Context: an optimization exercise on an open-source flow, tuned for small area. The choices shown serve that exercise and are no tape-out recipe. In this exercise RTL edits were held to simulation tests only and were not proved equivalent to the original. No driver is modelled on the clock port, so clock power and skew are understated where the tree is cut down; a real chip needs a root buffer or a tree. Power and IR drop assume default switching activity.

the baseline:
==> flow/design.v <==
`timescale 1ns / 1ps
module debouncer(btn, clk, rst, btn_state, btn_rise);
    input btn;
    input clk;
    input rst;
    output btn_state;
    output btn_rise;
    localparam [16:0] LAST = 17'h0aa01;
    reg state;
    reg [16:0] lfsr;
    wire clear = rst | ~btn;
    always @(posedge clk) begin
        if (clear | state)
            lfsr <= 17'b0;
        else
            lfsr <= {~lfsr[15:0], lfsr[16] ^ lfsr[13]};
        state <= ~clear & (state | (lfsr == LAST));
    end
    assign btn_state = state;
    assign btn_rise = state & lfsr[0];
endmodule
`timescale 1ns / 1ps
module clocks(clk, rst, adj, clk_blink, tick_fast, step);
input wire clk;
input wire rst;
input wire adj;
output wire clk_blink;
output wire tick_fast;
output wire step;
reg [3:0] a;    
reg [6:0] m;    
reg [2:0] k;    
wire a_last = a[3] & a[0];                        
wire m_last = m[6] & m[5] & m[4] & m[3] & m[2];   
wire k_en = a_last & m_last;
wire [5:0] mp;
assign mp[0] = m[0];
genvar i;
generate for (i = 1; i < 6; i = i + 1) begin : g_mp
    assign mp[i] = mp[i-1] & m[i];
end endgenerate
wire a_clr = rst | a_last;
wire m_clr = rst | k_en;
always @(posedge clk) begin
    a[0] <= ~a_clr & ~a[0];
    a[1] <= ~a_clr & (a[1] ^ a[0]);
    a[2] <= ~a_clr & (a[2] ^ (a[1] & (a[0] & ~a[3])));
    a[3] <= ~a_clr & (a[3] | (a[2] & a[1] & a[0]));
    m[0] <= ~m_clr & (m[0] ^ a_last);
    m[1] <= ~m_clr & (m[1] ^ (a[3] & (a[0] & m[0])));
    m[2] <= ~m_clr & (m[2] ^ (a_last & mp[1]));
    m[3] <= ~m_clr & (m[3] ^ (a_last & mp[2]));
    m[4] <= ~m_clr & (m[4] ^ (a_last & mp[3]));
    m[5] <= ~m_clr & (m[5] ^ (a_last & mp[4]));
    m[6] <= ~m_clr & (m[6] ^ (a_last & mp[5]));
    k[0] <= ~rst & (k[0] ^ k_en);
    k[1] <= ~rst & (k[1] ^ (a_last & (m_last & k[0])));
    k[2] <= ~rst & (k[2] ^ (k_en & (k[0] & k[1])));
end
assign clk_blink = k[0];
assign tick_fast = ~a[3] & a[2] & ~a[1] & ~a[0];    
assign step = k_en & (k[0] & (adj ? ~k[1] : (k[1] & ~k[2])));
endmodule
`timescale 1ns / 1ps
module counter(sys_rst, rst, ps_rise, adj, select, clk, step, sec1, sec0, min1, min0);
input wire sys_rst;
input wire rst;
input wire ps_rise;
input wire adj;
input wire select;
input wire clk;
input wire step;
output reg [3:0] sec1;   
output reg [2:0] sec0;   
output reg [3:0] min1;   
output reg [2:0] min0;   
reg pause;
always @(posedge clk)
    pause <= ~sys_rst & (pause ^ ps_rise);
wire run = step & ~pause;
wire s1_9 = sec1[3] & sec1[0];
wire s0_5 = sec0[2] & sec0[0];
wire m1_9 = min1[3] & min1[0];
wire inc_s = run & (~adj | select);
wire inc_m = run & (adj ? ~select : (s1_9 & s0_5));
wire inc_s0 = inc_s & s1_9;
wire inc_m0 = inc_m & m1_9;
always @(posedge clk) begin
    sec1[0] <= ~rst & (sec1[0] ^ inc_s);
    sec1[1] <= ~rst & (sec1[1] ^ (inc_s & (sec1[0] & ~sec1[3])));
    sec1[2] <= ~rst & (sec1[2] ^ (inc_s & (sec1[0] & sec1[1])));
    sec1[3] <= ~rst & (sec1[3] ^ (inc_s & (sec1[0] & (sec1[3] | (sec1[1] & sec1[2])))));
    sec0[0] <= ~rst & (sec0[0] ^ inc_s0);
    sec0[1] <= ~rst & (sec0[1] ^ (inc_s0 & (sec0[0] & ~sec0[2])));
    sec0[2] <= ~rst & (sec0[2] ^ (inc_s0 & (sec0[0] & (sec0[2] | sec0[1]))));
    min1[0] <= ~rst & (min1[0] ^ inc_m);
    min1[1] <= ~rst & (min1[1] ^ (inc_m & (min1[0] & ~min1[3])));
    min1[2] <= ~rst & (min1[2] ^ (inc_m & (min1[0] & min1[1])));
    min1[3] <= ~rst & (min1[3] ^ (inc_m & (min1[0] & (min1[3] | (min1[1] & min1[2])))));
    min0[0] <= ~rst & (min0[0] ^ inc_m0);
    min0[1] <= ~rst & (min0[1] ^ (inc_m0 & (min0[0] & ~min0[2])));
    min0[2] <= ~rst & (min0[2] ^ (inc_m0 & (min0[0] & (min0[2] | min0[1]))));
end
endmodule
`timescale 1ns / 1ps
module digit_to_segment(digit, segment);
input wire [3:0] digit;
output wire [6:0] segment;
wire c3 = digit[3], c2 = digit[2], c1 = digit[1], c0 = digit[0];
wire bl = c3 & c2;
assign segment[6] = (~c3 & ~c2 & ~c1 & c0) | bl | (c2 & ~c1 & ~c0);
assign segment[5] = bl | (c2 & ~c1 & c0) | (c2 & c1 & ~c0);
assign segment[4] = bl | (~c2 & c1 & ~c0);
assign segment[3] = (~c3 & ~c2 & ~c1 & c0) | (c2 & ~c1 & ~c0) | (c2 & c1 & c0);
assign segment[2] = (c2 & ~c1) | c0;
assign segment[1] = (~c3 & ~c2 & c0) | bl | (~c2 & c1) | (c1 & c0);
assign segment[0] = (~c3 & ~c2 & ~c1) | bl | (c2 & c1 & c0);
endmodule
`timescale 1ns / 1ps
module stopwatch(clk, rst, btnR, btnC, sw, seg, an);
    input wire clk;
    input wire rst;
    input wire btnR;
    input wire btnC;
    input wire [1:0] sw;
    output wire [6:0] seg;
    output wire [3:0] an;
    wire btnR_st, btnC_st, btnC_rise;
    wire clk_blink, tick_fast, step;
    wire [3:0] sec1, min1;
    wire [2:0] sec0, min0;
    debouncer reset(.btn(btnR), .clk(clk), .rst(rst), .btn_state(btnR_st), .btn_rise());
    debouncer pause(.btn(btnC), .clk(clk), .rst(rst), .btn_state(btnC_st), .btn_rise(btnC_rise));
    wire clr = rst | btnR_st;
    clocks clk_wires(.clk(clk), .rst(clr), .adj(sw[1]), .clk_blink(clk_blink),
                     .tick_fast(tick_fast), .step(step));
    counter decide_digits(.sys_rst(rst), .rst(clr), .ps_rise(btnC_rise), .adj(sw[1]), .select(sw[0]),
                          .clk(clk), .step(step),
                          .sec1(sec1), .sec0(sec0), .min1(min1), .min0(min0));
    reg [1:0] dig_counter;
    reg mode;          
    reg [3:0] code;    
    wire [1:0] pos = dig_counter ^ {2{sw[1]}};
    wire blank = sw[1] & ~clk_blink & (pos[1] ^ sw[0]);
    wire [3:0] digit = pos[1] ? (pos[0] ? {1'b0, min0} : min1)
                              : (pos[0] ? {1'b0, sec0} : sec1);
    always @(posedge clk) begin
        if (rst) begin
            dig_counter <= 2'b00;
            code <= 4'b1111;
        end else if (tick_fast) begin
            dig_counter[0] <= ~dig_counter[0];
            dig_counter[1] <= dig_counter[1] ^ dig_counter[0];
            mode <= sw[1];
            code <= {digit[3] | blank, digit[2] | blank, digit[1] & ~blank, digit[0] & ~blank};
        end
    end
    digit_to_segment display(.digit(code), .segment(seg));
    wire sh0 = ~dig_counter[0] ^ mode;
    wire sh1 = dig_counter[1] ^ ~dig_counter[0] ^ mode;
    wire on = ~(code[3] & code[1]);
    assign an[0] = ~(on & ~sh1 & ~sh0);
    assign an[1] = ~(on & ~sh1 & sh0);
    assign an[2] = ~(on & sh1 & ~sh0);
    assign an[3] = ~(on & sh1 & sh0);
endmodule
==> flow/config.mk <==
export PLATFORM = sky130hd
export DESIGN_NAME = stopwatch
export DESIGN_NICKNAME = stopwatch
export VERILOG_FILES = /design/flow/design.v
export SDC_FILE = /design/flow/constraint.sdc
export NUM_CORES = 4
export LEC_CHECK = 0
export CAP_MARGIN = 20
export CORE_MARGIN = 2
export CORE_UTILIZATION = 60
export SLEW_MARGIN = 20
==> flow/constraint.sdc <==
create_clock -name core_clock -period 10.0 [get_ports {clk}]
set_input_delay 2.0000 -clock core_clock [delete_from_list [all_inputs] [get_ports {clk}]]
set_output_delay 2.0000 -clock core_clock [all_outputs]
set_load 0.01 [all_outputs]
standard.sh (not shown) runs the stock make flow with config.mk's settings and CLKGATE_MAP_FILE= SYNTH_SCRIPT=/design/flow/synth_recipe.tcl, a recipe that flattens the netlist after the stock synthesis.
==> flow/flow/run.sh <==
#!/bin/bash
# Own layout flow: the standard flow, with
#  - synthesis as synth_recipe.tcl, but ABC run with an area-only script and
#    without Yosys's half/full adder extraction (same registers and names);
#  - the smallest buffer on the ports;
#  - a few clock buffers straight from the clock port in place of an H-tree.
# Each tool's output goes to a log file of its own in this folder.
set -euo pipefail
WORK=$(pwd)
export OWN_FLOW_DIR="$WORK/flow"
bash standard.sh SYNTH_SCRIPT="$WORK/flow/own_synth.tcl" synth > "$WORK/synth.log" 2>&1
bash standard.sh SYNTH_SCRIPT="$WORK/flow/own_synth.tcl" \
  BUFFER_PORTS_ARGS="-buffer_cell sky130_fd_sc_hd__buf_1" \
  PRE_CTS_TCL="$WORK/flow/cts_one_buffer.tcl" OWN_CLOCK_BUFFER=sky130_fd_sc_hd__clkbuf_8 OWN_CLOCK_GROUPS=4 \
  finish > "$WORK/layout.log" 2>&1
==> flow/flow/cts_one_buffer.tcl <==
proc own_centre {insts} {
  set sx 0.0
  set sy 0.0
  foreach inst $insts {
    set bb [$inst getBBox]
    set sx [expr {$sx + ([$bb xMin] + [$bb xMax]) / 2.0}]
    set sy [expr {$sy + ([$bb yMin] + [$bb yMax]) / 2.0}]
  }
  set n [llength $insts]
  return [list [expr {$sx / $n}] [expr {$sy / $n}]]
}

proc own_split {insts axis} {
  set keyed {}
  foreach inst $insts {
    set bb [$inst getBBox]
    if {$axis == "x"} {
      lappend keyed [list [expr {[$bb xMin] + [$bb xMax]}] $inst]
    } else {
      lappend keyed [list [expr {[$bb yMin] + [$bb yMax]}] $inst]
    }
  }
  set sorted {}
  foreach k [lsort -real -index 0 $keyed] { lappend sorted [lindex $k 1] }
  set half [expr {[llength $sorted] / 2}]
  return [list [lrange $sorted 0 [expr {$half - 1}]] [lrange $sorted $half end]]
}

proc clock_tree_synthesis {args} {
  set block [ord::get_db_block]
  set dbu [$block getDbUnitsPerMicron]
  set flops {}
  foreach inst [$block getInsts] {
    if {[[$inst getMaster] isSequential]} { lappend flops $inst }
  }
  set groups [list $flops]
  if {$::env(OWN_CLOCK_GROUPS) >= 2} { set groups [own_split $flops x] }
  if {$::env(OWN_CLOCK_GROUPS) >= 4} {
    set g {}
    foreach grp $groups { lappend g {*}[own_split $grp y] }
    set groups $g
  }
  set i 0
  foreach grp $groups {
    set c [own_centre $grp]
    set x [expr {[lindex $c 0] / $dbu}]
    set y [expr {[lindex $c 1] / $dbu}]
    set pins {}
    foreach inst $grp {
      foreach iterm [$inst getITerms] {
        if {[[$iterm getMTerm] getSigType] == "CLOCK" || [[$iterm getMTerm] getName] == "CLK"} {
          lappend pins [get_pins -of_objects [get_cells [$inst getName]] -filter "name == [[$iterm getMTerm] getName]"]
        }
      }
    }
    puts "clock buffer $i for [llength $grp] flip-flops at ($x, $y)"
    insert_buffer -buffer_cell $::env(OWN_CLOCK_BUFFER) -net clk -load_pins $pins \
      -location [list $x $y] -buffer_name clkbuf_grp$i -net_name clknet_grp$i
    incr i
  }
  foreach inst [$block getInsts] {
    if {[string match clkbuf_grp* [$inst getName]]} {
      foreach iterm [$inst getITerms] {
        set net [$iterm getNet]
        if {$net != "NULL"} { $net setSigType CLOCK }
      }
    }
  }
  set_propagated_clock [all_clocks]
}
Other scripts of this flow, unchanged in this note and not shown: flow/flow/area.abc, flow/flow/own_synth.tcl
Relative to the baseline, the following input files were edited for the candidate:
==> flow/flow/run.sh <==
#!/bin/bash
# Own layout flow: the standard flow, with
#  - synthesis as synth_recipe.tcl, but ABC run with an area-only script and
#    without Yosys's half/full adder extraction (same registers and names);
#  - the smallest buffer on the ports;
#  - a clock tree without dummy loads.
# Each tool's output goes to a log file of its own in this folder.
set -euo pipefail
WORK=$(pwd)
export OWN_FLOW_DIR="$WORK/flow"
bash standard.sh SYNTH_SCRIPT="$WORK/flow/own_synth.tcl" synth > "$WORK/synth.log" 2>&1
bash standard.sh SYNTH_SCRIPT="$WORK/flow/own_synth.tcl" \
  BUFFER_PORTS_ARGS="-buffer_cell sky130_fd_sc_hd__buf_1" \
  CTS_ARGS="-sink_clustering_enable -repair_clock_nets -dont_use_dummy_load -sink_clustering_size 100 -sink_clustering_max_diameter 500 -buf_list sky130_fd_sc_hd__clkbuf_8" \
  finish > "$WORK/layout.log" 2>&1
removed: flow/flow/cts_one_buffer.tcl
--- outcome ---
- The candidate: full flow OK, the timing, design-rule and antenna checks passed
- The baseline reports its type of the setup path with the least slack as in2reg while the candidate reports reg2out.
- Going from the baseline to the candidate, area growth from synthesis to layout moved up, starting density of the core level, power of the combinational group level, routed via count moved up, actual transition at the worst max-transition pin moved up.
- Delta (the candidate minus the baseline): HPWL after detailed placement ~0 delta; mean instance size in the synthesized netlist ~0 delta; register-to-register slack ~0 delta.
The clock cells of the baseline come from the design's own scripts or RTL, not from TritonCTS.

afterwards: timing with drivers on the ports:
How much do the figures lean on ideal ports? The routed layouts below were timed once more, with nothing changed but the port constraints. Step 1 sets driving cells, clkbuf_16 on the clock port and buf_2 on the other inputs (assumed; they add their load-dependent delay and slew). Step 2 adds t to the input delays and takes it off the output delays; t is the mean of the earliest and latest rising clock arrival at the registers after step 1. Input paths then give back, and output paths get back, about the clock's delay inside the block. Slacks: no drivers / after step 1 / after step 2; pairs: no drivers / after step 1.
run | t (ns) | slack for setup (ns) | hold WS [ns] | worst setup path after step 2 | clock arrival spread, ns
the baseline | 0.212 | 6.205 / 6.235 / 6.023 | 0.407 / 0.407 / 0.407 | input to register | 0.011 / 0.012
the candidate | 0.351 | 6.323 / 6.297 / 5.983 | 0.405 / 0.405 / 0.405 | input to register | 0.017 / 0.017
After both steps setup and hold are still met in every run listed. The setup slack of the candidate, which loses most, moves by -0.026 ns with the drivers and by -0.340 ns with both steps.
